Background: an optimization exercise with open tools, aiming at small area, a short achievable clock period and few clock cycles. Do not read the settings as production practice.
Where RTL was checked, it was by simulation tests only, not by an equivalence proof against the original.
No functional check of the RTL was part of run 1.

<file path="design/flow/flow/run.sh">
#!/bin/bash
# The standard layout (the standard.sh, unchanged synthesis) with two
# changes to how it is optimised:
#  - timing repair after CTS and global routing aims for 16 ns of setup
#    slack at the design's clock period, so it upsizes and buffers the
#    critical paths instead of stopping at 0 ns of slack;
set -o pipefail
export SETUP_SLACK_MARGIN=16
export BUFFER_PORTS_ARGS="-buffer_cell sky130_fd_sc_hd__buf_4"
bash standard.sh finish > standard.log 2>&1
</file>
<file path="design/flow/standard.sh">
#!/bin/bash
# synth_recipe.tcl (not shown) runs the flow's synth.tcl, then flattens the netlist and writes it again
# the make line also repeats each setting of config.mk as NAME=value (left out here)
make -C /OpenROAD-flow-scripts/flow DESIGN_CONFIG=/design/flow/config.mk WORK_HOME=/design/flow/orfs CLKGATE_MAP_FILE= SYNTH_SCRIPT=/design/flow/synth_recipe.tcl "${@:-finish}"
</file>
<file path="design/flow/config.mk">
export PLATFORM = sky130hd
export DESIGN_NAME = solver
export DESIGN_NICKNAME = solver
export VERILOG_FILES = /design/flow/design.v
export SDC_FILE = /design/flow/constraint.sdc
export NUM_CORES = 4
export LEC_CHECK = 0
export CAP_MARGIN = 20
export CORE_MARGIN = 2
export CORE_UTILIZATION = 40
export SLEW_MARGIN = 20
export SYNTH_HIERARCHICAL = 1
</file>
<file path="design/flow/constraint.sdc">
create_clock -name core_clock -period 22.0 [get_ports {clk}]
set_input_delay 4.4000 -clock core_clock [delete_from_list [all_inputs] [get_ports {clk}]]
set_output_delay 4.4000 -clock core_clock [all_outputs]
set_load 0.01 [all_outputs]
</file>
<file path="design/flow/design.v">
module solver (
    input  logic         clk,
    input  logic         resetN,
    input  logic         start_enable,
    input  logic [31:0]  seq1_in,
    input  logic [31:0]  seq2_in,
    input  logic [127:0] above_row_score,
    input  logic [127:0] left_col_score,
    input  logic [3:0]   tile_row,
    input  logic [3:0]   tile_col,
    output logic         solver_done,
    output logic [511:0] arrow_matrix,
    output logic [127:0] last_row_score,
    output logic [127:0] last_col_score,
    output logic [7:0]   max_score,
    output logic [7:0]   max_pos,
    output logic [3:0]   out_tile_row,
    output logic [3:0]   out_tile_col
);
    logic        busy;
    logic [3:0]  tc;                     
    logic [14:0] oh;                     
    always_ff @(posedge clk or negedge resetN) begin
        if (!resetN) begin
            busy        <= 1'b0;
            tc          <= '0;
            solver_done <= 1'b0;
        end else if (!busy) begin
            if (start_enable) begin
                busy        <= 1'b1;
                solver_done <= 1'b0;
            end
        end else if (tc == 4'd14) begin
            busy        <= 1'b0;
            tc          <= '0;
            solver_done <= 1'b1;
        end else begin
            tc <= tc + 4'd1;
        end
    end
    always_comb
        for (int t = 0; t < 15; t++) oh[t] = busy && (tc == 4'(t));
    logic [7:0] sel;
    always_ff @(posedge clk)
        for (int u = 0; u < 8; u++)
            sel[u] <= busy ? (tc + 4'd1 == 4'(u)) : (u == 0);
    always_ff @(posedge clk) begin
        if (start_enable) begin
            out_tile_row <= tile_row;
            out_tile_col <= tile_col;
        end
    end
    function automatic logic ge8(input logic [7:0] a, input logic [7:0] b);
        logic [7:0] g, p;
        logic [3:0] g1, p1;
        logic [1:0] g2, p2;
        g = a & ~b;
        p = a | ~b;
        for (int n = 0; n < 4; n++) begin
            g1[n] = g[2*n+1] | (p[2*n+1] & g[2*n]);
            p1[n] = p[2*n+1] & p[2*n];
        end
        for (int n = 0; n < 2; n++) begin
            g2[n] = g1[2*n+1] | (p1[2*n+1] & g1[2*n]);
            p2[n] = p1[2*n+1] & p1[2*n];
        end
        ge8 = g2[1] | (p2[1] & (g2[0] | p2[0]));
    endfunction
    function automatic logic [7:0] pand8(input logic [7:0] v);
        logic [7:0] a1, a2;
        for (int n = 0; n < 8; n++) a1[n] = (n >= 1) ? v[n] & v[n-1] : v[n];
        for (int n = 0; n < 8; n++) a2[n] = (n >= 2) ? a1[n] & a1[n-2] : a1[n];
        for (int n = 0; n < 8; n++) pand8[n] = (n >= 4) ? a2[n] & a2[n-4] : a2[n];
    endfunction
    function automatic logic [9:0] sw_cell(input logic [7:0] hd, input logic [7:0] hu,
                                           input logic [7:0] hl, input logic match);
        logic [8:0] x;
        logic [7:0] d, u, l, pd1, pd0, pu, pl, ph;
        logic       c2, dpos, upos, lpos, c_du, c_dl, c_ul, diag;
        pd1 = pand8(hd);                         
        pd0 = pand8(~hd);                        
        pu  = pand8(~{hu[7:1], 1'b0});           
        pl  = pand8(~{hl[7:1], 1'b0});
        ph  = pand8({hd[7:2], 2'b11});           
        x[0] = ~hd[0];
        x[1] = hd[1] ^ hd[0] ^ match;
        c2   = match ? (hd[1] | hd[0]) : (hd[1] & hd[0]);
        x[2] = hd[2] ^ c2;
        for (int n = 3; n < 8; n++) x[n] = hd[n] ^ (c2 & ph[n-1]);
        x[8] = c2 & ph[7];
        d[0] = ~hd[0];
        for (int n = 1; n < 8; n++) d[n] = hd[n] ^ (match ? pd1[n-1] : pd0[n-1]);
        if (match && pd1[7]) d = 8'd255;
        u[0] = hu[0];
        l[0] = hl[0];
        u[1] = ~hu[1];
        l[1] = ~hl[1];
        for (int n = 2; n < 8; n++) begin
            u[n] = hu[n] ^ pu[n-1];
            l[n] = hl[n] ^ pl[n-1];
        end
        dpos = match | (|hd[7:1]);
        upos = (|hu[7:2]) | (&hu[1:0]);
        lpos = (|hl[7:2]) | (&hl[1:0]);
        c_du = x[8] | ge8(x[7:0], hu);
        c_dl = x[8] | ge8(x[7:0], hl);
        c_ul = !lpos | ge8(hu, hl);           
        diag = dpos & c_du & c_dl;
        if (diag)              sw_cell = {2'b01, d};
        else if (!c_ul)        sw_cell = {2'b11, l};
        else if (upos)         sw_cell = {2'b10, u};
        else                   sw_cell = {2'b00, 8'd0};
    endfunction
    function automatic logic [8:0] xinc(input logic [7:0] h, input logic match);
        logic [7:0] ph;
        logic       c2;
        ph = pand8({h[7:2], 2'b11});           
        xinc[0] = ~h[0];
        xinc[1] = h[1] ^ h[0] ^ match;
        c2 = match ? (h[1] | h[0]) : (h[1] & h[0]);
        xinc[2] = h[2] ^ c2;
        for (int n = 3; n < 8; n++) xinc[n] = h[n] ^ (c2 & ph[n-1]);
        xinc[8] = c2 & ph[7];
    endfunction
    function automatic logic [9:0] sw_cell_x(input logic [8:0] x, input logic [7:0] hu,
                                             input logic [7:0] hl);
        logic [7:0] d, u, l, px, pu, pl;
        logic       dpos, upos, lpos, c_du, c_dl, c_ul, diag;
        px = pand8(~{x[7:1], 1'b0});             
        d[0] = x[0];
        d[1] = ~x[1];
        for (int n = 2; n < 8; n++) d[n] = x[n] ^ px[n-1];
        if (x[8] && x[1]) d = 8'd255;
        pu = pand8(~{hu[7:1], 1'b0});
        pl = pand8(~{hl[7:1], 1'b0});
        u[0] = hu[0];
        l[0] = hl[0];
        u[1] = ~hu[1];
        l[1] = ~hl[1];
        for (int n = 2; n < 8; n++) begin
            u[n] = hu[n] ^ pu[n-1];
            l[n] = hl[n] ^ pl[n-1];
        end
        dpos = (|x[8:2]) | (&x[1:0]);
        upos = (|hu[7:2]) | (&hu[1:0]);
        lpos = (|hl[7:2]) | (&hl[1:0]);
        c_du = x[8] | ge8(x[7:0], hu);
        c_dl = x[8] | ge8(x[7:0], hl);
        c_ul = !lpos | ge8(hu, hl);
        diag = dpos & c_du & c_dl;
        if (diag)              sw_cell_x = {2'b01, d};
        else if (!c_ul)        sw_cell_x = {2'b11, l};
        else if (upos)         sw_cell_x = {2'b10, u};
        else                   sw_cell_x = {2'b00, 8'd0};
    endfunction
    logic [37:0]  cq;                    
    logic [37:0]  cqn;                   
    logic [31:0]  mr;                    
    logic [23:0]  w;                     
    logic [127:0] p1;                    
    logic [127:0] p2;                    
    logic [143:0] xr;                    
    logic [31:0]  mrn;                   
    logic [23:0]  wn;                    
    logic [127:0] p2n;                   
    logic [7:0]   h00;                   
    logic [1:0]   a00;                   
    logic [1:0] nq_hi, nq_lo;
    logic [7:0] na_hi, na_lo;
    always_comb begin
        nq_hi = 2'b00; nq_lo = 2'b00; na_hi = 8'd0; na_lo = 8'd0;
        for (int u = 0; u < 7; u++) begin
            if (2*u+4 < 16) na_hi = na_hi | ({8{tc == 4'(u)}} & above_row_score[8*(2*u+4) +: 8]);
            na_lo = na_lo | ({8{tc == 4'(u)}} & above_row_score[8*(2*u+3) +: 8]);
            if (2*u+6 < 16) nq_hi = nq_hi | ({2{tc == 4'(u)}} & seq2_in[2*(2*u+6) +: 2]);
            if (2*u+5 < 16) nq_lo = nq_lo | ({2{tc == 4'(u)}} & seq2_in[2*(2*u+5) +: 2]);
        end
    end
    always_comb begin
        if (!busy)
            cqn[9:0] = {seq2_in[1:0], seq2_in[3:2], seq2_in[5:4], seq2_in[7:6], seq2_in[9:8]};
        else
            cqn[9:0] = {cq[5:0], nq_lo, nq_hi};
        cqn[37:10] = cq[33:6];
    end
    logic [9:0] r00;
    assign r00 = sw_cell(8'd0, above_row_score[7:0], left_col_score[7:0],
                         seq1_in[1:0] == seq2_in[1:0]);
    always_comb begin
        wn = busy ? {na_hi, na_lo, w[23:16]} : above_row_score[23:0];
        for (int i = 0; i < 16; i++)
            for (int k = 0; k < 2; k++)
                mrn[2*i+k] = (seq1_in[2*i +: 2] == cqn[2*(i-k+3) +: 2]);
    end
    always_ff @(posedge clk) begin
        if (!busy) begin
            h00 <= r00[7:0];
            a00 <= r00[9:8];
        end
        w  <= wn;
        cq <= cqn;
        mr <= mrn;
        xr[8:0] <= xinc(wn[7:0], mrn[0]);
        for (int i = 1; i < 16; i++)
            xr[9*i +: 9] <= xinc(p2n[8*(i-1) +: 8], mrn[2*i]);
    end
    logic [255:0] hv;                    
    logic [63:0]  av;                    
    genvar gi, gk;
    generate
        for (gi = 0; gi < 16; gi++) begin : pe
            for (gk = 0; gk < 2; gk++) begin : ce
                logic [7:0] hl, hu, hd;
                logic [9:0] r;
                if (gk == 0) begin
                    if (gi == 0)
                        assign hl = sel[0] ? h00 : p1[8*gi +: 8];
                    else if (gi % 2 == 1)
                        assign hl = sel[(gi-1) / 2] ? p2[8*gi +: 8] : p1[8*gi +: 8];
                    else
                        assign hl = p1[8*gi +: 8];
                end else begin
                    if (gi % 2 == 0 && gi >= 2)
                        assign hl = sel[(gi-2) / 2] ? p2[8*gi +: 8] : hv[(2*gi)*8 +: 8];
                    else
                        assign hl = hv[(2*gi)*8 +: 8];
                end
                if (gi == 0) begin
                    assign hu = w[8*(gk+1) +: 8];
                    assign hd = w[8*gk +: 8];
                end else if (gk == 0) begin
                    if (gi == 1)
                        assign hu = sel[0] ? h00 : p1[8*(gi-1) +: 8];
                    else
                        assign hu = p1[8*(gi-1) +: 8];
                    assign hd = p2[8*(gi-1) +: 8];
                end else begin
                    assign hu = hv[(2*gi-2)*8 +: 8];
                    if (gi == 1)
                        assign hd = sel[0] ? h00 : p1[8*(gi-1) +: 8];
                    else if ((gi-1) % 2 == 1)
                        assign hd = sel[(gi-2) / 2] ? p2[8*(gi-1) +: 8] : p1[8*(gi-1) +: 8];
                    else
                        assign hd = p1[8*(gi-1) +: 8];
                end
                if (gk == 0) sw_pe_cell_x u_cell (.x(xr[9*gi +: 9]), .hu(hu), .hl(hl), .r(r));
                else         sw_pe_cell   u_cell (.hd(hd), .hu(hu), .hl(hl), .match(mr[2*gi+gk]), .r(r));
                assign hv[(2*gi+gk)*8 +: 8] = r[7:0];
                assign av[(2*gi+gk)*2 +: 2] = r[9:8];
            end
        end
    endgenerate
    logic [23:0] lc;
    always_comb begin
        for (int i = 0; i < 16; i++) begin
            p2n[8*i +: 8] = p2[8*i +: 8];
            if (i == 0 ? !busy :
                i % 2 == 1 ? (i == 1 ? !busy : oh[(i-3)/2]) :
                             ((i == 2 ? !busy : oh[(i-4)/2]) || oh[(i-2)/2]))
                p2n[8*i +: 8] = left_col_score[8*i +: 8];
            else if (i <= 2 || (busy && tc <= 4'((14+i)/2)))
                p2n[8*i +: 8] = hv[(2*i)*8 +: 8];
            else if (i % 2 == 1 && busy && tc == 4'((14+i)/2 + 1))
                p2n[8*i +: 8] = p1[8*i +: 8];
        end
    end
    always_ff @(posedge clk) begin
        p1 <= {hv[255:248], hv[239:232], hv[223:216], hv[207:200], hv[191:184], hv[175:168], hv[159:152], hv[143:136],
               hv[127:120], hv[111:104], hv[95:88], hv[79:72], hv[63:56], hv[47:40], hv[31:24], hv[15:8]};
        p2 <= p2n;
        if (oh[7]) lc[7:0]   <= hv[(2*0)*8 +: 8];
        if (oh[7]) lc[15:8]  <= hv[(2*1+1)*8 +: 8];
        if (oh[8]) lc[23:16] <= hv[(2*2)*8 +: 8];
    end
    always_comb begin
        last_col_score = p2;
        last_col_score[23:0] = lc;
        last_col_score[127:120] = last_row_score[127:120];
    end
    always_ff @(posedge clk) begin
        if (oh[0]) arrow_matrix[1:0] <= a00;
        for (int i = 0; i < 16; i++) begin
            for (int j = 0; j < 16; j++) begin
                if (i + j >= 1 && oh[(i+j-1) / 2])
                    arrow_matrix[32*i + 2*j +: 2] <= av[(2*i + (i+j-1) % 2)*2 +: 2];
            end
            if (oh[(14+i) / 2])
                last_row_score[8*i +: 8] <= hv[(2*15 + i % 2)*8 +: 8];
        end
    end
    logic [31:0] vr;
    always_ff @(posedge clk)
        for (int i = 0; i < 16; i++)
            for (int k = 0; k < 2; k++) begin
                vr[2*i+k] <= 1'b0;
                for (int t = 0; t < 15; t++)
                    if (2*t + 1 + k - i >= 0 && 2*t + 1 + k - i <= 15 && oh[t])
                        vr[2*i+k] <= 1'b1;
            end
    logic [3:0]  c_ok;                   
    logic [31:0] c_v;                    
    logic [15:0] c_r;                    
    logic [3:0]  c_b;                    
    logic [3:0]  n_ok;
    logic [31:0] n_v;
    logic [15:0] n_r;
    always_comb begin
        for (int k = 0; k < 2; k++) begin
            for (int h = 0; h < 2; h++) begin
                logic       o0 [8];
                logic [7:0] v0 [8];
                logic [2:0] r0 [8];
                logic       o1 [4];
                logic [7:0] v1 [4];
                logic [2:0] r1 [4];
                logic       o2 [2];
                logic [7:0] v2 [2];
                logic [2:0] r2 [2];
                for (int q = 0; q < 8; q++) begin
                    o0[q] = vr[2*(8*h+q)+k];
                    v0[q] = (k == 1) ? p1[8*(8*h+q) +: 8] : p2[8*(8*h+q) +: 8];
                    r0[q] = 3'(q);
                end
                for (int q = 0; q < 4; q++) begin
                    if (o0[2*q+1] && (!o0[2*q] || !ge8(v0[2*q], v0[2*q+1])))
                         begin v1[q] = v0[2*q+1]; r1[q] = r0[2*q+1]; end
                    else begin v1[q] = v0[2*q];   r1[q] = r0[2*q];   end
                    o1[q] = o0[2*q] | o0[2*q+1];
                end
                for (int q = 0; q < 2; q++) begin
                    if (o1[2*q+1] && (!o1[2*q] || !ge8(v1[2*q], v1[2*q+1])))
                         begin v2[q] = v1[2*q+1]; r2[q] = r1[2*q+1]; end
                    else begin v2[q] = v1[2*q];   r2[q] = r1[2*q];   end
                    o2[q] = o1[2*q] | o1[2*q+1];
                end
                if (o2[1] && (!o2[0] || !ge8(v2[0], v2[1])))
                     begin n_v[(2*k+h)*8 +: 8] = v2[1]; n_r[(2*k+h)*4 +: 4] = {1'(h), r2[1]}; end
                else begin n_v[(2*k+h)*8 +: 8] = v2[0]; n_r[(2*k+h)*4 +: 4] = {1'(h), r2[0]}; end
                n_ok[2*k+h] = o2[0] | o2[1];
            end
        end
    end
    always_ff @(posedge clk) begin
        c_ok <= n_ok;
        c_v <= n_v;
        c_r <= n_r;
        c_b <= {tc[2:0] - 3'd1, 1'b1};       
    end
    logic [7:0] m_v, m_p;
    always_comb begin
        logic [7:0] a_v, a_p, b_v, b_p, s_v, s_p;
        logic       a_ok, b_ok, s_ok;
        logic [7:0] t_v [7];
        logic [7:0] t_p [7];
        logic [7:0] u_v [4];
        logic [7:0] u_p [4];
        logic [7:0] x_v, x_p, y_v, y_p, z_v, z_p;
        logic [15:0] c_c;
        logic q1, q2, q3, ga, gb, gc;
        q1 = 1'b0; q2 = 1'b0; q3 = 1'b0;
        for (int c = 0; c < 4; c++)
            c_c[4*c +: 4] = c_b + 4'(c / 2) - c_r[4*c +: 4];
        if (c_ok[1] && (!c_ok[0] || !ge8(c_v[7:0], c_v[15:8])))
             begin a_v = c_v[15:8];  a_p = {c_r[7:4], c_c[7:4]};   end
        else begin a_v = c_v[7:0];   a_p = {c_r[3:0], c_c[3:0]};   end
        a_ok = c_ok[0] | c_ok[1];
        if (c_ok[3] && (!c_ok[2] || !ge8(c_v[23:16], c_v[31:24])))
             begin b_v = c_v[31:24]; b_p = {c_r[15:12], c_c[15:12]}; end
        else begin b_v = c_v[23:16]; b_p = {c_r[11:8], c_c[11:8]};   end
        b_ok = c_ok[2] | c_ok[3];
        if (b_ok && (!a_ok || !ge8(a_v, b_v)))
             begin s_v = b_v; s_p = b_p; end
        else begin s_v = a_v; s_p = a_p; end
        s_ok = a_ok | b_ok;
        if (s_ok && !ge8(max_score, s_v))
             begin m_v = s_v;       m_p = s_p;     end
        else begin m_v = max_score; m_p = max_pos; end
        t_v[0] = p2[8*12 +: 8]; t_p[0] = {4'd12, 4'd15};
        t_v[1] = p2[8*13 +: 8]; t_p[1] = {4'd13, 4'd14};
        t_v[2] = p2[8*14 +: 8]; t_p[2] = {4'd14, 4'd13};
        t_v[3] = p2[8*15 +: 8]; t_p[3] = {4'd15, 4'd12};
        t_v[4] = p1[8*13 +: 8]; t_p[4] = {4'd13, 4'd15};
        t_v[5] = p1[8*14 +: 8]; t_p[5] = {4'd14, 4'd14};
        t_v[6] = p1[8*15 +: 8]; t_p[6] = {4'd15, 4'd13};
        for (int q = 0; q < 3; q++) begin
            if (ge8(t_v[2*q], t_v[2*q+1])) begin u_v[q] = t_v[2*q];   u_p[q] = t_p[2*q];   end
            else                           begin u_v[q] = t_v[2*q+1]; u_p[q] = t_p[2*q+1]; end
        end
        u_v[3] = t_v[6]; u_p[3] = t_p[6];
        if (ge8(u_v[0], u_v[1])) begin x_v = u_v[0]; x_p = u_p[0]; end
        else                     begin x_v = u_v[1]; x_p = u_p[1]; end
        if (ge8(u_v[2], u_v[3])) begin y_v = u_v[2]; y_p = u_p[2]; end
        else                     begin y_v = u_v[3]; y_p = u_p[3]; end
        if (ge8(x_v, y_v)) begin z_v = x_v; z_p = x_p; end
        else               begin z_v = y_v; z_p = y_p; end
        ga = 1'b1; gb = 1'b1; gc = 1'b1;
        for (int c = 0; c < 4; c++) begin
            ga = ga & (!c_ok[c] | ge8(t_v[1], c_v[8*c +: 8]));
            gb = gb & (!c_ok[c] | ge8(t_v[2], c_v[8*c +: 8]));
            gc = gc & (!c_ok[c] | ge8(t_v[5], c_v[8*c +: 8]));
        end
        for (int j = 0; j < 7; j++) begin
            if (j != 1) ga = ga & ge8(t_v[1], t_v[j]);
            if (j != 2) gb = gb & ge8(t_v[2], t_v[j]);
            if (j != 5) gc = gc & ge8(t_v[5], t_v[j]);
        end
        q1 = mr[2*14]   && ga && ge8(t_v[1], max_score) && t_v[1] != 8'd255;    
        q2 = mr[2*15]   && gb && ge8(t_v[2], max_score) && t_v[2] != 8'd255;    
        q3 = mr[2*15+1] && gc && ge8(t_v[5], max_score) && t_v[5] != 8'd255;    
        if (tc == 4'd14) begin
            if (!ge8(m_v, z_v)) begin m_v = z_v; m_p = z_p; end
            if (q1)      begin m_v = t_v[1] + 8'd1; m_p = {4'd14, 4'd15}; end
            else if (q2) begin m_v = t_v[2] + 8'd1; m_p = {4'd15, 4'd14}; end
            else if (q3) begin m_v = t_v[5] + 8'd1; m_p = 8'hFF;         end
        end
    end
    always_ff @(posedge clk) begin
        if (busy) begin
            if (tc == 4'd0) begin
                max_score <= h00;
                max_pos   <= '0;
            end else begin
                max_score <= m_v;
                max_pos   <= m_p;
            end
        end
    end
endmodule
module sw_pe_cell (
    input  logic [7:0] hd,
    input  logic [7:0] hu,
    input  logic [7:0] hl,
    input  logic       match,
    output logic [9:0] r
);
    function automatic logic ge8(input logic [7:0] a, input logic [7:0] b);
        logic [7:0] g, p;
        logic [3:0] g1, p1;
        logic [1:0] g2, p2;
        g = a & ~b;
        p = a | ~b;
        for (int n = 0; n < 4; n++) begin
            g1[n] = g[2*n+1] | (p[2*n+1] & g[2*n]);
            p1[n] = p[2*n+1] & p[2*n];
        end
        for (int n = 0; n < 2; n++) begin
            g2[n] = g1[2*n+1] | (p1[2*n+1] & g1[2*n]);
            p2[n] = p1[2*n+1] & p1[2*n];
        end
        ge8 = g2[1] | (p2[1] & (g2[0] | p2[0]));
    endfunction
    function automatic logic [7:0] pand8(input logic [7:0] v);
        logic [7:0] a1, a2;
        for (int n = 0; n < 8; n++) a1[n] = (n >= 1) ? v[n] & v[n-1] : v[n];
        for (int n = 0; n < 8; n++) a2[n] = (n >= 2) ? a1[n] & a1[n-2] : a1[n];
        for (int n = 0; n < 8; n++) pand8[n] = (n >= 4) ? a2[n] & a2[n-4] : a2[n];
    endfunction
    function automatic logic [9:0] sw_cell(input logic [7:0] hd, input logic [7:0] hu,
                                           input logic [7:0] hl, input logic match);
        logic [8:0] x;
        logic [7:0] d, u, l, pd1, pd0, pu, pl, ph;
        logic       c2, dpos, upos, lpos, c_du, c_dl, c_ul, diag;
        pd1 = pand8(hd);                         
        pd0 = pand8(~hd);                        
        pu  = pand8(~{hu[7:1], 1'b0});           
        pl  = pand8(~{hl[7:1], 1'b0});
        ph  = pand8({hd[7:2], 2'b11});           
        x[0] = ~hd[0];
        x[1] = hd[1] ^ hd[0] ^ match;
        c2   = match ? (hd[1] | hd[0]) : (hd[1] & hd[0]);
        x[2] = hd[2] ^ c2;
        for (int n = 3; n < 8; n++) x[n] = hd[n] ^ (c2 & ph[n-1]);
        x[8] = c2 & ph[7];
        d[0] = ~hd[0];
        for (int n = 1; n < 8; n++) d[n] = hd[n] ^ (match ? pd1[n-1] : pd0[n-1]);
        if (match && pd1[7]) d = 8'd255;
        u[0] = hu[0];
        l[0] = hl[0];
        u[1] = ~hu[1];
        l[1] = ~hl[1];
        for (int n = 2; n < 8; n++) begin
            u[n] = hu[n] ^ pu[n-1];
            l[n] = hl[n] ^ pl[n-1];
        end
        dpos = match | (|hd[7:1]);
        upos = (|hu[7:2]) | (&hu[1:0]);
        lpos = (|hl[7:2]) | (&hl[1:0]);
        c_du = x[8] | ge8(x[7:0], hu);
        c_dl = x[8] | ge8(x[7:0], hl);
        c_ul = !lpos | ge8(hu, hl);           
        diag = dpos & c_du & c_dl;
        if (diag)              sw_cell = {2'b01, d};
        else if (!c_ul)        sw_cell = {2'b11, l};
        else if (upos)         sw_cell = {2'b10, u};
        else                   sw_cell = {2'b00, 8'd0};
    endfunction
    function automatic logic [8:0] xinc(input logic [7:0] h, input logic match);
        logic [7:0] ph;
        logic       c2;
        ph = pand8({h[7:2], 2'b11});           
        xinc[0] = ~h[0];
        xinc[1] = h[1] ^ h[0] ^ match;
        c2 = match ? (h[1] | h[0]) : (h[1] & h[0]);
        xinc[2] = h[2] ^ c2;
        for (int n = 3; n < 8; n++) xinc[n] = h[n] ^ (c2 & ph[n-1]);
        xinc[8] = c2 & ph[7];
    endfunction
    function automatic logic [9:0] sw_cell_x(input logic [8:0] x, input logic [7:0] hu,
                                             input logic [7:0] hl);
        logic [7:0] d, u, l, px, pu, pl;
        logic       dpos, upos, lpos, c_du, c_dl, c_ul, diag;
        px = pand8(~{x[7:1], 1'b0});             
        d[0] = x[0];
        d[1] = ~x[1];
        for (int n = 2; n < 8; n++) d[n] = x[n] ^ px[n-1];
        if (x[8] && x[1]) d = 8'd255;
        pu = pand8(~{hu[7:1], 1'b0});
        pl = pand8(~{hl[7:1], 1'b0});
        u[0] = hu[0];
        l[0] = hl[0];
        u[1] = ~hu[1];
        l[1] = ~hl[1];
        for (int n = 2; n < 8; n++) begin
            u[n] = hu[n] ^ pu[n-1];
            l[n] = hl[n] ^ pl[n-1];
        end
        dpos = (|x[8:2]) | (&x[1:0]);
        upos = (|hu[7:2]) | (&hu[1:0]);
        lpos = (|hl[7:2]) | (&hl[1:0]);
        c_du = x[8] | ge8(x[7:0], hu);
        c_dl = x[8] | ge8(x[7:0], hl);
        c_ul = !lpos | ge8(hu, hl);
        diag = dpos & c_du & c_dl;
        if (diag)              sw_cell_x = {2'b01, d};
        else if (!c_ul)        sw_cell_x = {2'b11, l};
        else if (upos)         sw_cell_x = {2'b10, u};
        else                   sw_cell_x = {2'b00, 8'd0};
    endfunction
    assign r = sw_cell(hd, hu, hl, match);
endmodule
module sw_pe_cell_x (
    input  logic [8:0] x,
    input  logic [7:0] hu,
    input  logic [7:0] hl,
    output logic [9:0] r
);
    function automatic logic ge8(input logic [7:0] a, input logic [7:0] b);
        logic [7:0] g, p;
        logic [3:0] g1, p1;
        logic [1:0] g2, p2;
        g = a & ~b;
        p = a | ~b;
        for (int n = 0; n < 4; n++) begin
            g1[n] = g[2*n+1] | (p[2*n+1] & g[2*n]);
            p1[n] = p[2*n+1] & p[2*n];
        end
        for (int n = 0; n < 2; n++) begin
            g2[n] = g1[2*n+1] | (p1[2*n+1] & g1[2*n]);
            p2[n] = p1[2*n+1] & p1[2*n];
        end
        ge8 = g2[1] | (p2[1] & (g2[0] | p2[0]));
    endfunction
    function automatic logic [7:0] pand8(input logic [7:0] v);
        logic [7:0] a1, a2;
        for (int n = 0; n < 8; n++) a1[n] = (n >= 1) ? v[n] & v[n-1] : v[n];
        for (int n = 0; n < 8; n++) a2[n] = (n >= 2) ? a1[n] & a1[n-2] : a1[n];
        for (int n = 0; n < 8; n++) pand8[n] = (n >= 4) ? a2[n] & a2[n-4] : a2[n];
    endfunction
    function automatic logic [9:0] sw_cell(input logic [7:0] hd, input logic [7:0] hu,
                                           input logic [7:0] hl, input logic match);
        logic [8:0] x;
        logic [7:0] d, u, l, pd1, pd0, pu, pl, ph;
        logic       c2, dpos, upos, lpos, c_du, c_dl, c_ul, diag;
        pd1 = pand8(hd);                         
        pd0 = pand8(~hd);                        
        pu  = pand8(~{hu[7:1], 1'b0});           
        pl  = pand8(~{hl[7:1], 1'b0});
        ph  = pand8({hd[7:2], 2'b11});           
        x[0] = ~hd[0];
        x[1] = hd[1] ^ hd[0] ^ match;
        c2   = match ? (hd[1] | hd[0]) : (hd[1] & hd[0]);
        x[2] = hd[2] ^ c2;
        for (int n = 3; n < 8; n++) x[n] = hd[n] ^ (c2 & ph[n-1]);
        x[8] = c2 & ph[7];
        d[0] = ~hd[0];
        for (int n = 1; n < 8; n++) d[n] = hd[n] ^ (match ? pd1[n-1] : pd0[n-1]);
        if (match && pd1[7]) d = 8'd255;
        u[0] = hu[0];
        l[0] = hl[0];
        u[1] = ~hu[1];
        l[1] = ~hl[1];
        for (int n = 2; n < 8; n++) begin
            u[n] = hu[n] ^ pu[n-1];
            l[n] = hl[n] ^ pl[n-1];
        end
        dpos = match | (|hd[7:1]);
        upos = (|hu[7:2]) | (&hu[1:0]);
        lpos = (|hl[7:2]) | (&hl[1:0]);
        c_du = x[8] | ge8(x[7:0], hu);
        c_dl = x[8] | ge8(x[7:0], hl);
        c_ul = !lpos | ge8(hu, hl);           
        diag = dpos & c_du & c_dl;
        if (diag)              sw_cell = {2'b01, d};
        else if (!c_ul)        sw_cell = {2'b11, l};
        else if (upos)         sw_cell = {2'b10, u};
        else                   sw_cell = {2'b00, 8'd0};
    endfunction
    function automatic logic [8:0] xinc(input logic [7:0] h, input logic match);
        logic [7:0] ph;
        logic       c2;
        ph = pand8({h[7:2], 2'b11});           
        xinc[0] = ~h[0];
        xinc[1] = h[1] ^ h[0] ^ match;
        c2 = match ? (h[1] | h[0]) : (h[1] & h[0]);
        xinc[2] = h[2] ^ c2;
        for (int n = 3; n < 8; n++) xinc[n] = h[n] ^ (c2 & ph[n-1]);
        xinc[8] = c2 & ph[7];
    endfunction
    function automatic logic [9:0] sw_cell_x(input logic [8:0] x, input logic [7:0] hu,
                                             input logic [7:0] hl);
        logic [7:0] d, u, l, px, pu, pl;
        logic       dpos, upos, lpos, c_du, c_dl, c_ul, diag;
        px = pand8(~{x[7:1], 1'b0});             
        d[0] = x[0];
        d[1] = ~x[1];
        for (int n = 2; n < 8; n++) d[n] = x[n] ^ px[n-1];
        if (x[8] && x[1]) d = 8'd255;
        pu = pand8(~{hu[7:1], 1'b0});
        pl = pand8(~{hl[7:1], 1'b0});
        u[0] = hu[0];
        l[0] = hl[0];
        u[1] = ~hu[1];
        l[1] = ~hl[1];
        for (int n = 2; n < 8; n++) begin
            u[n] = hu[n] ^ pu[n-1];
            l[n] = hl[n] ^ pl[n-1];
        end
        dpos = (|x[8:2]) | (&x[1:0]);
        upos = (|hu[7:2]) | (&hu[1:0]);
        lpos = (|hl[7:2]) | (&hl[1:0]);
        c_du = x[8] | ge8(x[7:0], hu);
        c_dl = x[8] | ge8(x[7:0], hl);
        c_ul = !lpos | ge8(hu, hl);
        diag = dpos & c_du & c_dl;
        if (diag)              sw_cell_x = {2'b01, d};
        else if (!c_ul)        sw_cell_x = {2'b11, l};
        else if (upos)         sw_cell_x = {2'b10, u};
        else                   sw_cell_x = {2'b00, 8'd0};
    endfunction
    assign r = sw_cell_x(x, hu, hl);
endmodule
</file>
==> results of run 1 <==
[sequential cells by signal, summed over array words and instances, names as in the netlist, 24 cells and up]
name	cells
lc	24
p2	128
c_v	32
cq	34
arrow_matrix	512
p1	128
last_row_score	128
xr	144
[logic make-up after synthesis]
kind of cell,Yosys count,share of synthesized area
buffers and inverters,1361,0.0616
adders and majority gates,501,0.0599
xor gates and xnor gates,672,0.0622
and+or+nand+nor,3416,0.182
DFF,1240,0.338
AOI/OAI and AO/OA,2860,0.208
muxes,802,0.0890
[per-layer routing]
layer	vias to the layer above	global-route usage
li1	41753	-
met4	10	0.163
met1	44777	0.414
met3	978	0.0678
met5	-	0
met2	4910	0.535
[final timing paths]
| kind | depth (start not counted) | slack [ns] | endpoint |
|---|---|---|---|
| max | 12 | 15.94 | h00[0] |
| min | 0 | 0.39 | cq[24] |
| max reg2reg | 23 | 16.03 | c_v[25] |
| min reg2reg | 0 | 0.39 | cq[24] |
| max in group asynchronous | 1 | 18.39 | busy |
| min in group asynchronous | 1 | 3.41 | solver_done |
[modules after synthesis (local to each module, per instance)]
module,copies in the design,area (sq um),flops+latches
solver,1,55300,1240
sw_pe_cell,16,1370,0
sw_pe_cell_x,16,1090,0
[critical path: cells and delay by family]
family	cells	cell delay, ns
AO/OA/AOI/OAI	4	0.33
adder cells (fa/ha/maj)	4	1.16
buffers and inverters	1	0.11
AND/OR/NAND/NOR	3	0.60
[cells in the final DEF (no fill, tap or decap), drive strengths merged, types with 386 or more instances in the layout]
cell type / count
edfxtp: 706
nor3: 386
mux2i: 587
dfxtp: 528
nand2: 734
nor2: 965
buf: 1592
a21oi: 875
inv: 718
o21ai: 625
xnor2: 412
[metrics by stage]
| step | hold WS [ns] | area, sq um | worst slack [ns] | cells |
|---|---|---|---|---|
| after floorplan | 0.373 | 94600 | 15.30 | 10852 |
| after global placement | 0.386 | 106000 | 14.43 | 14773 |
| after detailed placement | 0.394 | 106000 | 14.43 | 14774 |
| after CTS | 0.393 | 113000 | 15.95 | 15161 |
| after global routing | 0.397 | 115000 | 15.86 | 15252 |
| final | 0.392 | 115000 | 15.94 | 15254 |
[synth_stat cells, drive strengths merged (70+ instances only)]
cell type,instances
nand2b,295
ha,224
and3,88
o21ai,625
a21oi,874
xnor2,412
dfxtp,528
buf,268
o22ai,186
mux2i,587
a221oi,78
a22oi,70
inv,707
nand2,734
a211oi,133
mux2,215
nand3,299
nor2b,219
edfxtp,706
nor2,965
xor2,260
nor3,386
maj3,275
o211ai,174
clkbuf,363
[repair_timing]
action,4_1_cts,5_1_grt
cloned,11,8
resized for setup,287,251
buffers inserted,108,79
pin swaps,46,84
endpoints found under the setup margin,279,328
[layout make-up]
cell class,instances,area share
timing repair buffer,1605,0.111
sequential,1240,0.278
inverter,730,0.0242
tap,3150,0.0342
multi-input combinational,8256,0.509
antenna,5,0.000108
clock buffer,183,0.0341
clock inverter,85,0.00936
==> results.toml, run 1 <==
[status]
status = "finished clean"

[drt]
wl_met2_um = 192000
drc = 0
totalWireLength_um = 420000
wire_per_inst_um = 27.5
ant_nets = 0
vias = 92428
viasPerCell = 6.06
dr.pass1.iters = 9
wl_met3_um = 36800
top_layer = "met5"
routedLengthMet1_um = 167000
drt-initial-drc-count = 10144

[critical_path]
critPathMaxFanout = 4
crit_start = "above_row_score[0]"
cp_data_arrival_time_ns = 6.63
endpoint_kind = "flip-flop"
crit_path_cell_trace = "buf_12 > nand2b_4 > maj3_2 > o21ai_1 > o21ai_1 > maj3_2 > maj3_2 > maj3_2 > o21ai_2 > a21oi_4 > and3b_1 > or3_1"
worstSetupPathType = "in2reg"
worst_setup_path_start_kind = "input port"
cp_slowest_cell = "maj3_2"
r2r_start = "p1[96]"
critPathMaxStageDelay_ns = 0.30
required_ns = 22.57
cp_common_cell = "maj3_2"

[timing]
final.min_clock_period_ns = 6.06
rsz0062_at_grt = "yes"
tns_ns = 0
finalCritPeriodShare = 0.276
fin_worst_skew_ns = 0.0365
fmax_mhz = 165
setup_violations = 0
maxSlewViolCount = 0
final_hold_viol_count = 0
tightest_slew_ns = 1.26
slew_headroom = 0.163

[placed_design]
dp_hpwl_um = 308000
port_buffers = 1123
place_congestion = 1.00

[cts]
htreeDepth = 4
clk_pin_slew_worst_paths_ns = 0.06
cts_buffers = 146
cts_buffer_depth = 3
insertion_delay_ns = 0.85
cts_tree = "done"
cts-hold-fix-buffers = 0
clkSinkCount = 1240
root_buffer = "clkbuf_16"

[worst_hold_path]
hold_start = "cq[20]"
min_path_type = "reg2reg"

[yosys]
ys.flop_type = "edfxtp_1"
yosysTopAreaCell = "edfxtp_1"
ys_top_cells_by_area = "edfxtp_1 22%, dfxtp_1 11%, mux2i_1 6.2%, a21oi_1 4.5%, xnor2_1 3.8%"
synth_nets = 11409
synthDominantCellAreaShare = 0.224
avgSynthCellArea_sq_um = 8.71
ys_ff_latch = 1240
ys_seq_area_frac = 0.338
synth.distinct_cells = 112
async_flop_share = 0.00484
yosys_warnings = 50
synth_cells = 10852
synth_edf_count = 706
syn_area_sq_mm = 0.0946

[global_routing]
antenna_found_initial = 17
grt_pass1_vias = 86977
grt_pass1_wl_um = 599000
overflow = 0
grt_usage = 0.329
grt_max_degree = 80

[floorplanning]
dieArea_sq_mm = 0.240
fp.dieH_um = 490
coreArea_sq_mm = 0.235
die_x_um = 490
io_pins = 1124
initial_core_util = 0.402
rows = 178

[layout]
area_growth_syn_to_layout_pct = 22.0
fillCellCount = 22334
drive_above_1_share = 0.233
postLayoutCoreUtil = 0.490
multi_input_area_sq_mm = 0.0587
regArea_sq_mm = 0.0321
final_nets = 12536

[job]
drv_cap = 0
==> inputs of run 2 (changes only) <==
--- a/design/flow/design.v
+++ b/design/flow/design.v
@@ -185,6 +185,6 @@
     end
     logic [9:0] r00;
-    assign r00 = sw_cell(8'd0, above_row_score[7:0], left_col_score[7:0],
-                         seq1_in[1:0] == seq2_in[1:0]);
+    sw_pe_cell00 u_cell00 (.hu(above_row_score[7:0]), .hl(left_col_score[7:0]),
+                           .match(seq1_in[1:0] == seq2_in[1:0]), .r(r00));
     always_comb begin
         wn = busy ? {na_hi, na_lo, w[23:16]} : above_row_score[23:0];
@@ -305,40 +305,22 @@
     logic [31:0] n_v;
     logic [15:0] n_r;
-    always_comb begin
-        for (int k = 0; k < 2; k++) begin
-            for (int h = 0; h < 2; h++) begin
-                logic       o0 [8];
-                logic [7:0] v0 [8];
-                logic [2:0] r0 [8];
-                logic       o1 [4];
-                logic [7:0] v1 [4];
-                logic [2:0] r1 [4];
-                logic       o2 [2];
-                logic [7:0] v2 [2];
-                logic [2:0] r2 [2];
-                for (int q = 0; q < 8; q++) begin
-                    o0[q] = vr[2*(8*h+q)+k];
-                    v0[q] = (k == 1) ? p1[8*(8*h+q) +: 8] : p2[8*(8*h+q) +: 8];
-                    r0[q] = 3'(q);
-                end
-                for (int q = 0; q < 4; q++) begin
-                    if (o0[2*q+1] && (!o0[2*q] || !ge8(v0[2*q], v0[2*q+1])))
-                         begin v1[q] = v0[2*q+1]; r1[q] = r0[2*q+1]; end
-                    else begin v1[q] = v0[2*q];   r1[q] = r0[2*q];   end
-                    o1[q] = o0[2*q] | o0[2*q+1];
-                end
-                for (int q = 0; q < 2; q++) begin
-                    if (o1[2*q+1] && (!o1[2*q] || !ge8(v1[2*q], v1[2*q+1])))
-                         begin v2[q] = v1[2*q+1]; r2[q] = r1[2*q+1]; end
-                    else begin v2[q] = v1[2*q];   r2[q] = r1[2*q];   end
-                    o2[q] = o1[2*q] | o1[2*q+1];
+    genvar gk2, gh2;
+    generate
+        for (gk2 = 0; gk2 < 2; gk2++) begin : s1k
+            for (gh2 = 0; gh2 < 2; gh2++) begin : s1h
+                logic [63:0] vals;
+                logic [7:0]  oks;
+                for (genvar q = 0; q < 8; q++) begin : lf
+                    assign oks[q] = vr[2*(8*gh2+q)+gk2];
+                    if (gk2 == 1) assign vals[8*q +: 8] = p1[8*(8*gh2+q) +: 8];
+                    else          assign vals[8*q +: 8] = p2[8*(8*gh2+q) +: 8];
                 end
-                if (o2[1] && (!o2[0] || !ge8(v2[0], v2[1])))
-                     begin n_v[(2*k+h)*8 +: 8] = v2[1]; n_r[(2*k+h)*4 +: 4] = {1'(h), r2[1]}; end
-                else begin n_v[(2*k+h)*8 +: 8] = v2[0]; n_r[(2*k+h)*4 +: 4] = {1'(h), r2[0]}; end
-                n_ok[2*k+h] = o2[0] | o2[1];
+                sw_max8 u_max (.ok(oks), .v(vals),
+                               .best_ok(n_ok[2*gk2+gh2]), .best_v(n_v[(2*gk2+gh2)*8 +: 8]),
+                               .best_r(n_r[(2*gk2+gh2)*4 +: 3]));
+                assign n_r[(2*gk2+gh2)*4 + 3] = 1'(gh2);
             end
         end
-    end
+    endgenerate
     always_ff @(posedge clk) begin
         c_ok <= n_ok;
@@ -650,2 +632,248 @@
     assign r = sw_cell_x(x, hu, hl);
 endmodule
+module sw_pe_cell00 (
+    input  logic [7:0] hu,
+    input  logic [7:0] hl,
+    input  logic       match,
+    output logic [9:0] r
+);
+    function automatic logic ge8(input logic [7:0] a, input logic [7:0] b);
+        logic [7:0] g, p;
+        logic [3:0] g1, p1;
+        logic [1:0] g2, p2;
+        g = a & ~b;
+        p = a | ~b;
+        for (int n = 0; n < 4; n++) begin
+            g1[n] = g[2*n+1] | (p[2*n+1] & g[2*n]);
+            p1[n] = p[2*n+1] & p[2*n];
+        end
+        for (int n = 0; n < 2; n++) begin
+            g2[n] = g1[2*n+1] | (p1[2*n+1] & g1[2*n]);
+            p2[n] = p1[2*n+1] & p1[2*n];
+        end
+        ge8 = g2[1] | (p2[1] & (g2[0] | p2[0]));
+    endfunction
+    function automatic logic [7:0] pand8(input logic [7:0] v);
+        logic [7:0] a1, a2;
+        for (int n = 0; n < 8; n++) a1[n] = (n >= 1) ? v[n] & v[n-1] : v[n];
+        for (int n = 0; n < 8; n++) a2[n] = (n >= 2) ? a1[n] & a1[n-2] : a1[n];
+        for (int n = 0; n < 8; n++) pand8[n] = (n >= 4) ? a2[n] & a2[n-4] : a2[n];
+    endfunction
+    function automatic logic [9:0] sw_cell(input logic [7:0] hd, input logic [7:0] hu,
+                                           input logic [7:0] hl, input logic match);
+        logic [8:0] x;
+        logic [7:0] d, u, l, pd1, pd0, pu, pl, ph;
+        logic       c2, dpos, upos, lpos, c_du, c_dl, c_ul, diag;
+        pd1 = pand8(hd);                         
+        pd0 = pand8(~hd);                        
+        pu  = pand8(~{hu[7:1], 1'b0});           
+        pl  = pand8(~{hl[7:1], 1'b0});
+        ph  = pand8({hd[7:2], 2'b11});           
+        x[0] = ~hd[0];
+        x[1] = hd[1] ^ hd[0] ^ match;
+        c2   = match ? (hd[1] | hd[0]) : (hd[1] & hd[0]);
+        x[2] = hd[2] ^ c2;
+        for (int n = 3; n < 8; n++) x[n] = hd[n] ^ (c2 & ph[n-1]);
+        x[8] = c2 & ph[7];
+        d[0] = ~hd[0];
+        for (int n = 1; n < 8; n++) d[n] = hd[n] ^ (match ? pd1[n-1] : pd0[n-1]);
+        if (match && pd1[7]) d = 8'd255;
+        u[0] = hu[0];
+        l[0] = hl[0];
+        u[1] = ~hu[1];
+        l[1] = ~hl[1];
+        for (int n = 2; n < 8; n++) begin
+            u[n] = hu[n] ^ pu[n-1];
+            l[n] = hl[n] ^ pl[n-1];
+        end
+        dpos = match | (|hd[7:1]);
+        upos = (|hu[7:2]) | (&hu[1:0]);
+        lpos = (|hl[7:2]) | (&hl[1:0]);
+        c_du = x[8] | ge8(x[7:0], hu);
+        c_dl = x[8] | ge8(x[7:0], hl);
+        c_ul = !lpos | ge8(hu, hl);           
+        diag = dpos & c_du & c_dl;
+        if (diag)              sw_cell = {2'b01, d};
+        else if (!c_ul)        sw_cell = {2'b11, l};
+        else if (upos)         sw_cell = {2'b10, u};
+        else                   sw_cell = {2'b00, 8'd0};
+    endfunction
+    function automatic logic [8:0] xinc(input logic [7:0] h, input logic match);
+        logic [7:0] ph;
+        logic       c2;
+        ph = pand8({h[7:2], 2'b11});           
+        xinc[0] = ~h[0];
+        xinc[1] = h[1] ^ h[0] ^ match;
+        c2 = match ? (h[1] | h[0]) : (h[1] & h[0]);
+        xinc[2] = h[2] ^ c2;
+        for (int n = 3; n < 8; n++) xinc[n] = h[n] ^ (c2 & ph[n-1]);
+        xinc[8] = c2 & ph[7];
+    endfunction
+    function automatic logic [9:0] sw_cell_x(input logic [8:0] x, input logic [7:0] hu,
+                                             input logic [7:0] hl);
+        logic [7:0] d, u, l, px, pu, pl;
+        logic       dpos, upos, lpos, c_du, c_dl, c_ul, diag;
+        px = pand8(~{x[7:1], 1'b0});             
+        d[0] = x[0];
+        d[1] = ~x[1];
+        for (int n = 2; n < 8; n++) d[n] = x[n] ^ px[n-1];
+        if (x[8] && x[1]) d = 8'd255;
+        pu = pand8(~{hu[7:1], 1'b0});
+        pl = pand8(~{hl[7:1], 1'b0});
+        u[0] = hu[0];
+        l[0] = hl[0];
+        u[1] = ~hu[1];
+        l[1] = ~hl[1];
+        for (int n = 2; n < 8; n++) begin
+            u[n] = hu[n] ^ pu[n-1];
+            l[n] = hl[n] ^ pl[n-1];
+        end
+        dpos = (|x[8:2]) | (&x[1:0]);
+        upos = (|hu[7:2]) | (&hu[1:0]);
+        lpos = (|hl[7:2]) | (&hl[1:0]);
+        c_du = x[8] | ge8(x[7:0], hu);
+        c_dl = x[8] | ge8(x[7:0], hl);
+        c_ul = !lpos | ge8(hu, hl);
+        diag = dpos & c_du & c_dl;
+        if (diag)              sw_cell_x = {2'b01, d};
+        else if (!c_ul)        sw_cell_x = {2'b11, l};
+        else if (upos)         sw_cell_x = {2'b10, u};
+        else                   sw_cell_x = {2'b00, 8'd0};
+    endfunction
+    assign r = sw_cell(8'd0, hu, hl, match);
+endmodule
+module sw_max8 (
+    input  logic [7:0]  ok,
+    input  logic [63:0] v,
+    output logic        best_ok,
+    output logic [7:0]  best_v,
+    output logic [2:0]  best_r
+);
+    function automatic logic ge8(input logic [7:0] a, input logic [7:0] b);
+        logic [7:0] g, p;
+        logic [3:0] g1, p1;
+        logic [1:0] g2, p2;
+        g = a & ~b;
+        p = a | ~b;
+        for (int n = 0; n < 4; n++) begin
+            g1[n] = g[2*n+1] | (p[2*n+1] & g[2*n]);
+            p1[n] = p[2*n+1] & p[2*n];
+        end
+        for (int n = 0; n < 2; n++) begin
+            g2[n] = g1[2*n+1] | (p1[2*n+1] & g1[2*n]);
+            p2[n] = p1[2*n+1] & p1[2*n];
+        end
+        ge8 = g2[1] | (p2[1] & (g2[0] | p2[0]));
+    endfunction
+    function automatic logic [7:0] pand8(input logic [7:0] v);
+        logic [7:0] a1, a2;
+        for (int n = 0; n < 8; n++) a1[n] = (n >= 1) ? v[n] & v[n-1] : v[n];
+        for (int n = 0; n < 8; n++) a2[n] = (n >= 2) ? a1[n] & a1[n-2] : a1[n];
+        for (int n = 0; n < 8; n++) pand8[n] = (n >= 4) ? a2[n] & a2[n-4] : a2[n];
+    endfunction
+    function automatic logic [9:0] sw_cell(input logic [7:0] hd, input logic [7:0] hu,
+                                           input logic [7:0] hl, input logic match);
+        logic [8:0] x;
+        logic [7:0] d, u, l, pd1, pd0, pu, pl, ph;
+        logic       c2, dpos, upos, lpos, c_du, c_dl, c_ul, diag;
+        pd1 = pand8(hd);                         
+        pd0 = pand8(~hd);                        
+        pu  = pand8(~{hu[7:1], 1'b0});           
+        pl  = pand8(~{hl[7:1], 1'b0});
+        ph  = pand8({hd[7:2], 2'b11});           
+        x[0] = ~hd[0];
+        x[1] = hd[1] ^ hd[0] ^ match;
+        c2   = match ? (hd[1] | hd[0]) : (hd[1] & hd[0]);
+        x[2] = hd[2] ^ c2;
+        for (int n = 3; n < 8; n++) x[n] = hd[n] ^ (c2 & ph[n-1]);
+        x[8] = c2 & ph[7];
+        d[0] = ~hd[0];
+        for (int n = 1; n < 8; n++) d[n] = hd[n] ^ (match ? pd1[n-1] : pd0[n-1]);
+        if (match && pd1[7]) d = 8'd255;
+        u[0] = hu[0];
+        l[0] = hl[0];
+        u[1] = ~hu[1];
+        l[1] = ~hl[1];
+        for (int n = 2; n < 8; n++) begin
+            u[n] = hu[n] ^ pu[n-1];
+            l[n] = hl[n] ^ pl[n-1];
+        end
+        dpos = match | (|hd[7:1]);
+        upos = (|hu[7:2]) | (&hu[1:0]);
+        lpos = (|hl[7:2]) | (&hl[1:0]);
+        c_du = x[8] | ge8(x[7:0], hu);
+        c_dl = x[8] | ge8(x[7:0], hl);
+        c_ul = !lpos | ge8(hu, hl);           
+        diag = dpos & c_du & c_dl;
+        if (diag)              sw_cell = {2'b01, d};
+        else if (!c_ul)        sw_cell = {2'b11, l};
+        else if (upos)         sw_cell = {2'b10, u};
+        else                   sw_cell = {2'b00, 8'd0};
+    endfunction
+    function automatic logic [8:0] xinc(input logic [7:0] h, input logic match);
+        logic [7:0] ph;
+        logic       c2;
+        ph = pand8({h[7:2], 2'b11});           
+        xinc[0] = ~h[0];
+        xinc[1] = h[1] ^ h[0] ^ match;
+        c2 = match ? (h[1] | h[0]) : (h[1] & h[0]);
+        xinc[2] = h[2] ^ c2;
+        for (int n = 3; n < 8; n++) xinc[n] = h[n] ^ (c2 & ph[n-1]);
+        xinc[8] = c2 & ph[7];
+    endfunction
+    function automatic logic [9:0] sw_cell_x(input logic [8:0] x, input logic [7:0] hu,
+                                             input logic [7:0] hl);
+        logic [7:0] d, u, l, px, pu, pl;
+        logic       dpos, upos, lpos, c_du, c_dl, c_ul, diag;
+        px = pand8(~{x[7:1], 1'b0});             
+        d[0] = x[0];
+        d[1] = ~x[1];
+        for (int n = 2; n < 8; n++) d[n] = x[n] ^ px[n-1];
+        if (x[8] && x[1]) d = 8'd255;
+        pu = pand8(~{hu[7:1], 1'b0});
+        pl = pand8(~{hl[7:1], 1'b0});
+        u[0] = hu[0];
+        l[0] = hl[0];
+        u[1] = ~hu[1];
+        l[1] = ~hl[1];
+        for (int n = 2; n < 8; n++) begin
+            u[n] = hu[n] ^ pu[n-1];
+            l[n] = hl[n] ^ pl[n-1];
+        end
+        dpos = (|x[8:2]) | (&x[1:0]);
+        upos = (|hu[7:2]) | (&hu[1:0]);
+        lpos = (|hl[7:2]) | (&hl[1:0]);
+        c_du = x[8] | ge8(x[7:0], hu);
+        c_dl = x[8] | ge8(x[7:0], hl);
+        c_ul = !lpos | ge8(hu, hl);
+        diag = dpos & c_du & c_dl;
+        if (diag)              sw_cell_x = {2'b01, d};
+        else if (!c_ul)        sw_cell_x = {2'b11, l};
+        else if (upos)         sw_cell_x = {2'b10, u};
+        else                   sw_cell_x = {2'b00, 8'd0};
+    endfunction
+    always_comb begin
+        logic       o1 [4];
+        logic [7:0] v1 [4];
+        logic [2:0] r1 [4];
+        logic       o2 [2];
+        logic [7:0] v2 [2];
+        logic [2:0] r2 [2];
+        for (int q = 0; q < 4; q++) begin
+            if (ok[2*q+1] && (!ok[2*q] || !ge8(v[16*q +: 8], v[16*q+8 +: 8])))
+                 begin v1[q] = v[16*q+8 +: 8]; r1[q] = 3'(2*q+1); end
+            else begin v1[q] = v[16*q +: 8];   r1[q] = 3'(2*q);   end
+            o1[q] = ok[2*q] | ok[2*q+1];
+        end
+        for (int q = 0; q < 2; q++) begin
+            if (o1[2*q+1] && (!o1[2*q] || !ge8(v1[2*q], v1[2*q+1])))
+                 begin v2[q] = v1[2*q+1]; r2[q] = r1[2*q+1]; end
+            else begin v2[q] = v1[2*q];   r2[q] = r1[2*q];   end
+            o2[q] = o1[2*q] | o1[2*q+1];
+        end
+        if (o2[1] && (!o2[0] || !ge8(v2[0], v2[1])))
+             begin best_v = v2[1]; best_r = r2[1]; end
+        else begin best_v = v2[0]; best_r = r2[0]; end
+        best_ok = o2[0] | o2[1];
+    end
+endmodule
==> results.toml, run 2 <==
[timing]
fmax_mhz = 166
tns_ns = 0
setup_violations = 0
final_hold_viol_count = 0
finalCritPeriodShare = 0.273
worst_slack_ns = 15.99
tightest_slew_ns = 1.13
maxSlewViolCount = 0
slew_headroom = 0.245
rsz0062_at_grt = "yes"
fin_worst_skew_ns = 0.0463
final.min_clock_period_ns = 6.01

[critical_path]
r2r_slack_ns = 16.04
cp_data_arrival_time_ns = 1.61
r2r_start = "p1[108]"
critPathMaxFanout = 2
crit_path_cell_trace = "buf_6"
critPathMaxStageDelay_ns = 0.54
worst_setup_path_start_kind = "flip-flop"
cp_top_family = "flip-flops"
crit_cells = 1
critPathCapture = "max_score[1]"
worst-r2r-cell-count = 24
worstSetupPathType = "reg2out"
cp_slowest_cell = "edfxtp_1"
timing.critical_path.buf_inv = 1
endpoint_kind = "output pin"
required_ns = 17.60
r2r-end = "max_pos[4]"
crit_start = "max_score[1]"

[yosys]
yosysMostFrequentCell = "nor2_1"
ys.flop_type = "edfxtp_1"
synth_cells = 10918
syn_area_sq_mm = 0.0966
avgSynthCellArea_sq_um = 8.85
synth.distinct_cells = 115
ys_top_cells_by_area = "edfxtp_1 22%, dfxtp_1 11%, mux2i_1 6.7%, a21oi_1 4.2%, xnor2_1 3.7%"
synth_nets = 11474
async_flop_share = 0.00484
yosys_warnings = 22
synth_edf_count = 706
yosysTopAreaCell = "edfxtp_1"
ys_seq_area_frac = 0.330
synth_common_cells = "917 x nor2_1, 813 x a21oi_1, 720 x inv_1"
synthDominantCellAreaShare = 0.219
ys_ff_latch = 1240

[drt]
vias = 92730
dr.pass1.iters = 9
drc = 0
viasPerCell = 6.07
drt-initial-drc-count = 9902
wire_per_inst_um = 26.7
ant_nets = 0
totalWireLength_um = 407000

[layout]
final_nets = 12508
regMostFlops = "arrow_matrix"
area_growth_syn_to_layout_pct = 20.1
largestRegisters = "arrow_matrix (512), xr (144)"
largest_register_ffs = 512
drive_above_1_share = 0.223
final_cell_mix = "1,445 x buf_4, 909 x nor2_1, 799 x a21oi_1"
layout_commonest_cell = "buf_4"

[global_routing]
grt_pass1_vias = 87446
grt_usage = 0.314
grt_max_degree = 98
grt_pass1_wl_um = 583000
overflow = 0
antenna_found_initial = 30

[placed_design]
dp_slack_ns = 14.60
port_buffers = 1123
place_congestion = 0.994
dp_hpwl_um = 299000

[floorplanning]
dieArea_sq_mm = 0.245
fp.dieH_um = 495
rows = 180
io_pins = 1124
die_x_um = 495
initial_core_util = 0.402
coreArea_sq_mm = 0.240

[cts]
insertion_delay_ns = 0.86
clkSinkCount = 1240
htreeDepth = 4
clk_pin_slew_worst_paths_ns = 0.06
cts_buffer_depth = 3
cts_buffers = 147
root_buffer = "clkbuf_16"
cts_tree = "done"

[worst_hold_path]
min_path_type = "reg2reg"

[status]
status = "finished clean"

[job]
drv_cap = 0
## run 2: worst min-delay path by stage
| stage | cells after the start | endpoint | slack, ns | start |
|---|---|---|---|---|
| final | 0 | cq[26] | 0.40 | cq[22] |
| after global routing | 0 | cq[27] | 0.41 | cq[23] |
| after global placement | 0 | cq[27] | 0.40 | cq[23] |
| after CTS | 0 | cq[26] | 0.41 | cq[22] |
| after floorplan | 0 | cq[10] | 0.37 | cq[6] |
| after detailed placement | 0 | cq[26] | 0.40 | cq[22] |
## run 2: metal layers
layer,wire (um),vias to the layer above,part of all wire,track usage
met3,33600,974,0.082,0.0585
met1,160000,44946,0.39,0.389
met2,189000,4814,0.46,0.517
met5,120,-,0.00029,0
li1,-,41976,-,-
met4,24200,20,0.059,0.168
## run 2: modules after synthesis (local to each module, per instance)
module | flip-flops and latches | copies in the design | cells
solver | 1240 | 1 | 3743
sw_max8 | 0 | 4 | 292
sw_pe_cell | 0 | 16 | 207
sw_pe_cell00 | 0 | 1 | 87
sw_pe_cell_x | 0 | 16 | 163
## run 2: timing repair
item,CTS,global route
pin swaps,5,32
hold buffers,0,0
gates resized for setup,216,159
cloned,4,5
setup buffers,39,64
endpoints found under the setup margin,334,306
## run 2: cells by family after synthesis
kind of cell / share of synthesized area
and+or+nand+nor: 0.180
AOI/OAI and AO/OA: 0.208
buffers and inverters: 0.0627
DFF: 0.330
muxes: 0.102
xor gates and xnor gates: 0.0607
adders and majority gates: 0.0557
## run 2: final cells by class
| class | instances | area, sq um |
|---|---|---|
| fillers | 22663 | 124000 |
| flip-flops and latches | 1240 | 32100 |
| well taps | 3185 | 3990 |
| diodes | 10 | 25.0 |
| repair buffers | 1515 | 11900 |
| inverters | 752 | 2880 |
| multi-input cells | 8296 | 59700 |
| clock buffers | 174 | 3970 |
| clock inverters | 101 | 1400 |
## run 2: stage by stage
step / std cells / area, sq um / hold WS [ns] / util
after floorplan: 10918 / 96600 / 0.373 / -
after global placement: 14874 / 108000 / 0.399 / 0.450
after detailed placement: 14874 / 108000 / 0.395 / 0.450
after CTS: 15192 / 115000 / 0.406 / 0.477
after global routing: 15268 / 116000 / 0.413 / 0.483
final: 15273 / 116000 / 0.405 / 0.483
Testbench counts of run 2, summed over its fixed seeds: cycles 12,288.
==> inputs of run 3 (changes only) <==
--- a/design/flow/config.mk
+++ b/design/flow/config.mk
@@ -8,5 +8,5 @@
 export CAP_MARGIN = 20
 export CORE_MARGIN = 2
-export CORE_UTILIZATION = 40
+export CORE_UTILIZATION = 55
 export SLEW_MARGIN = 20
 export SYNTH_HIERARCHICAL = 1
==> results.toml, run 3 <==
[layout]
final_cells = 14341
area_growth_syn_to_layout_pct = 17.1
final_area_sq_mm = 0.113
final_nets = 12442
largest_register_ffs = 512
postLayoutCoreUtil = 0.649
final_cell_mix = "1,421 x buf_4, 912 x nor2_1, 802 x a21oi_1"
layout_commonest_cell = "buf_4"
largestRegisters = "arrow_matrix (512), xr (144)"
drive_above_1_share = 0.214
regMostFlops = "arrow_matrix"
fillCellCount = 14683

[drt]
ant_nets = 0
dr.pass1.iters = 8
wire_per_inst_um = 26.6
viasPerCell = 6.51
vias = 93326
drt-initial-drc-count = 11311
drc = 0
totalWireLength_um = 381000

[floorplanning]
io_pins = 1124
die_x_um = 423
rows = 153
fp.dieH_um = 423
initial_core_util = 0.555
coreArea_sq_mm = 0.174
dieArea_sq_mm = 0.179

[job]
drv_cap = 0

[critical_path]
r2r-end = "arrow_matrix[257]"
cp_slowest_cell = "edfxtp_1"
worstSetupPathType = "reg2out"
worst_setup_path_start_kind = "flip-flop"
endpoint_kind = "output pin"
worst-r2r-cell-count = 16
crit_path_cell_trace = "buf_6"
cp_data_arrival_time_ns = 1.63
crit_start = "max_pos[1]"
r2r_slack_ns = 16.09
critPathCapture = "max_pos[1]"
critPathMaxStageDelay_ns = 0.58
crit_cells = 1
cp_top_family = "flip-flops"
r2r_start = "p1[58]"
timing.critical_path.buf_inv = 1
critPathMaxFanout = 2
required_ns = 17.60

[yosys]
avgSynthCellArea_sq_um = 8.85
yosys_warnings = 22
ys.flop_type = "edfxtp_1"
synth_cells = 10918
synthDominantCellAreaShare = 0.219
ys_top_cells_by_area = "edfxtp_1 22%, dfxtp_1 11%, mux2i_1 6.7%, a21oi_1 4.2%, xnor2_1 3.7%"
ys_seq_area_frac = 0.330
synth.distinct_cells = 115
ys_ff_latch = 1240
synth_edf_count = 706
synth_nets = 11474
async_flop_share = 0.00484
yosysMostFrequentCell = "nor2_1"
yosysTopAreaCell = "edfxtp_1"
syn_area_sq_mm = 0.0966
synth_common_cells = "917 x nor2_1, 813 x a21oi_1, 720 x inv_1"

[cts]
root_buffer = "clkbuf_16"
clk_pin_slew_worst_paths_ns = 0.07
cts_tree = "done"
insertion_delay_ns = 0.83
htreeDepth = 4
cts_buffers = 139
cts-hold-fix-buffers = 0
cts_buffer_depth = 3
clkSinkCount = 1240

[global_routing]
overflow = 0
antenna_found_initial = 28
grt_usage = 0.404
grt_pass1_wl_um = 556000
grt_max_degree = 66
grt_pass1_vias = 87437

[worst_hold_path]
min_path_type = "reg2reg"

[timing]
finalCritPeriodShare = 0.274
tightest_slew_ns = 1.29
tns_ns = 0
slew_headroom = 0.139
final.min_clock_period_ns = 6.03
maxSlewViolCount = 0
fmax_mhz = 166
final_hold_viol_count = 0
fin_worst_skew_ns = 0.0347
setup_violations = 0
rsz0062_at_grt = "yes"

[placed_design]
place_congestion = 1.06
place_inst = 13996
dp_hpwl_um = 281000
dpl_cell_area_sq_mm = 0.107
port_buffers = 1123

[status]
status = "finished clean"
[run 3: cell count changes in the layout (fill, tap and decap cells not counted), moves of 11 or more]
cell,previous run,this run
dfxtp_1,441,452
bufinv_16,23,6
buf_4,1445,1421
buf_12,21,8
clkbuf_1,15,29
buf_6,33,22
[run 3: through the flow]
step / hold slack [ns] / setup WS (ns)
after floorplan: 0.373 / 16.01
after global placement: 0.389 / 14.97
after detailed placement: 0.389 / 14.88
after CTS: 0.399 / 16.00
after global routing: 0.409 / 15.90
final: 0.400 / 15.97
[run 3: how the worst min path moves through the flow]
stage | start | to | slack, ns | cells past startpoint
6_report | cq[11] | cq[15] | 0.40 | 0
5_1_grt | cq[10] | cq[14] | 0.41 | 0
4_1_cts | cq[11] | cq[15] | 0.40 | 0
3_5_place_dp | cq[11] | cq[15] | 0.39 | 0
3_3_place_gp | cq[11] | cq[15] | 0.39 | 0
2_1_floorplan | cq[6] | cq[10] | 0.37 | 0
[run 3: layout make-up]
class                           instances  area, sq um  area share
Multi-Input combinational cell       8294        59300       0.524
Sequential cell                      1240        32100       0.284
Timing Repair Buffer                 1459        11200      0.0992
Clock buffer                          186         3900      0.0345
Tap cell                             2325         2910      0.0257
Inverter                              752         2870      0.0253
Clock inverter                         73          792     0.00700
Antenna cell                           12         30.0    0.000266
[run 3: what timing repair did]
item / CTS / global route
buffers inserted: 29 / 39
resized for setup: 135 / 144
gates cloned: 1 / 2
endpoints found under the setup margin: 264 / 340
pin swaps: 5 / 23
[run 3: kinds of logic (layout without fill, tap and decap cells)]
kind of cell | after synthesis | in the layout | share of synthesized area
simple gates | 3388 | 3388 | 0.180
compound gates | 2829 | 2830 | 0.208
buf+inv | 1385 | 2470 | 0.0627
flops | 1240 | 1240 | 0.330
mux | 934 | 934 | 0.102
xor+xnor | 670 | 670 | 0.0607
fa+ha+maj | 472 | 472 | 0.0557
other cells | 0 | 12 | 0
[run 3: modules after synthesis (local to each module, per instance)]
module | area, sq um | times used
sw_pe_cell00 | 587 | 1
sw_max8 | 2070 | 4
sw_pe_cell | 1370 | 16
sw_pe_cell_x | 1090 | 16
solver | 48500 | 1
[run 3: routing by layer]
metal,vias to the layer above,GRT usage,part of all wire
li1,41841,-,-
met3,1275,0.0830,0.096
met1,44756,0.497,0.38
met2,5438,0.646,0.45
met4,16,0.252,0.073
met5,-,0,0.00028

-- separate check: timing with driven ports --
How much do the figures lean on ideal ports? The routed layouts below were timed once more, with nothing changed but the port constraints.
Step 1 (the two cells are an assumption about what drives the block):
set clk [get_ports {clk}]
set_driving_cell -lib_cell sky130_fd_sc_hd__clkbuf_16 $clk
set_driving_cell -lib_cell sky130_fd_sc_hd__buf_2 [delete_from_list [all_inputs] $clk]
Step 2 moves the port delays by t, midway between the first and last clock arrival at a register: inputs arrive t later, outputs are due t later. That takes back most of the time a late clock gives input paths.
Three values: ideal, step 1, step 2; two values: the first two.
run	shift t [ns]	slack for setup (ns)	cell pins on the clock port's net
run 1	0.924	15.937 / 15.877 / 15.056	1
run 2	0.943	15.989 / 15.881 / 15.401	1
run 3	0.914	15.971 / 15.871 / 15.309	1
After both steps setup and hold are still met in every run listed. For run 1, which loses most, drivers alone change the setup slack by -0.060 ns; drivers and shift together by -0.881 ns.
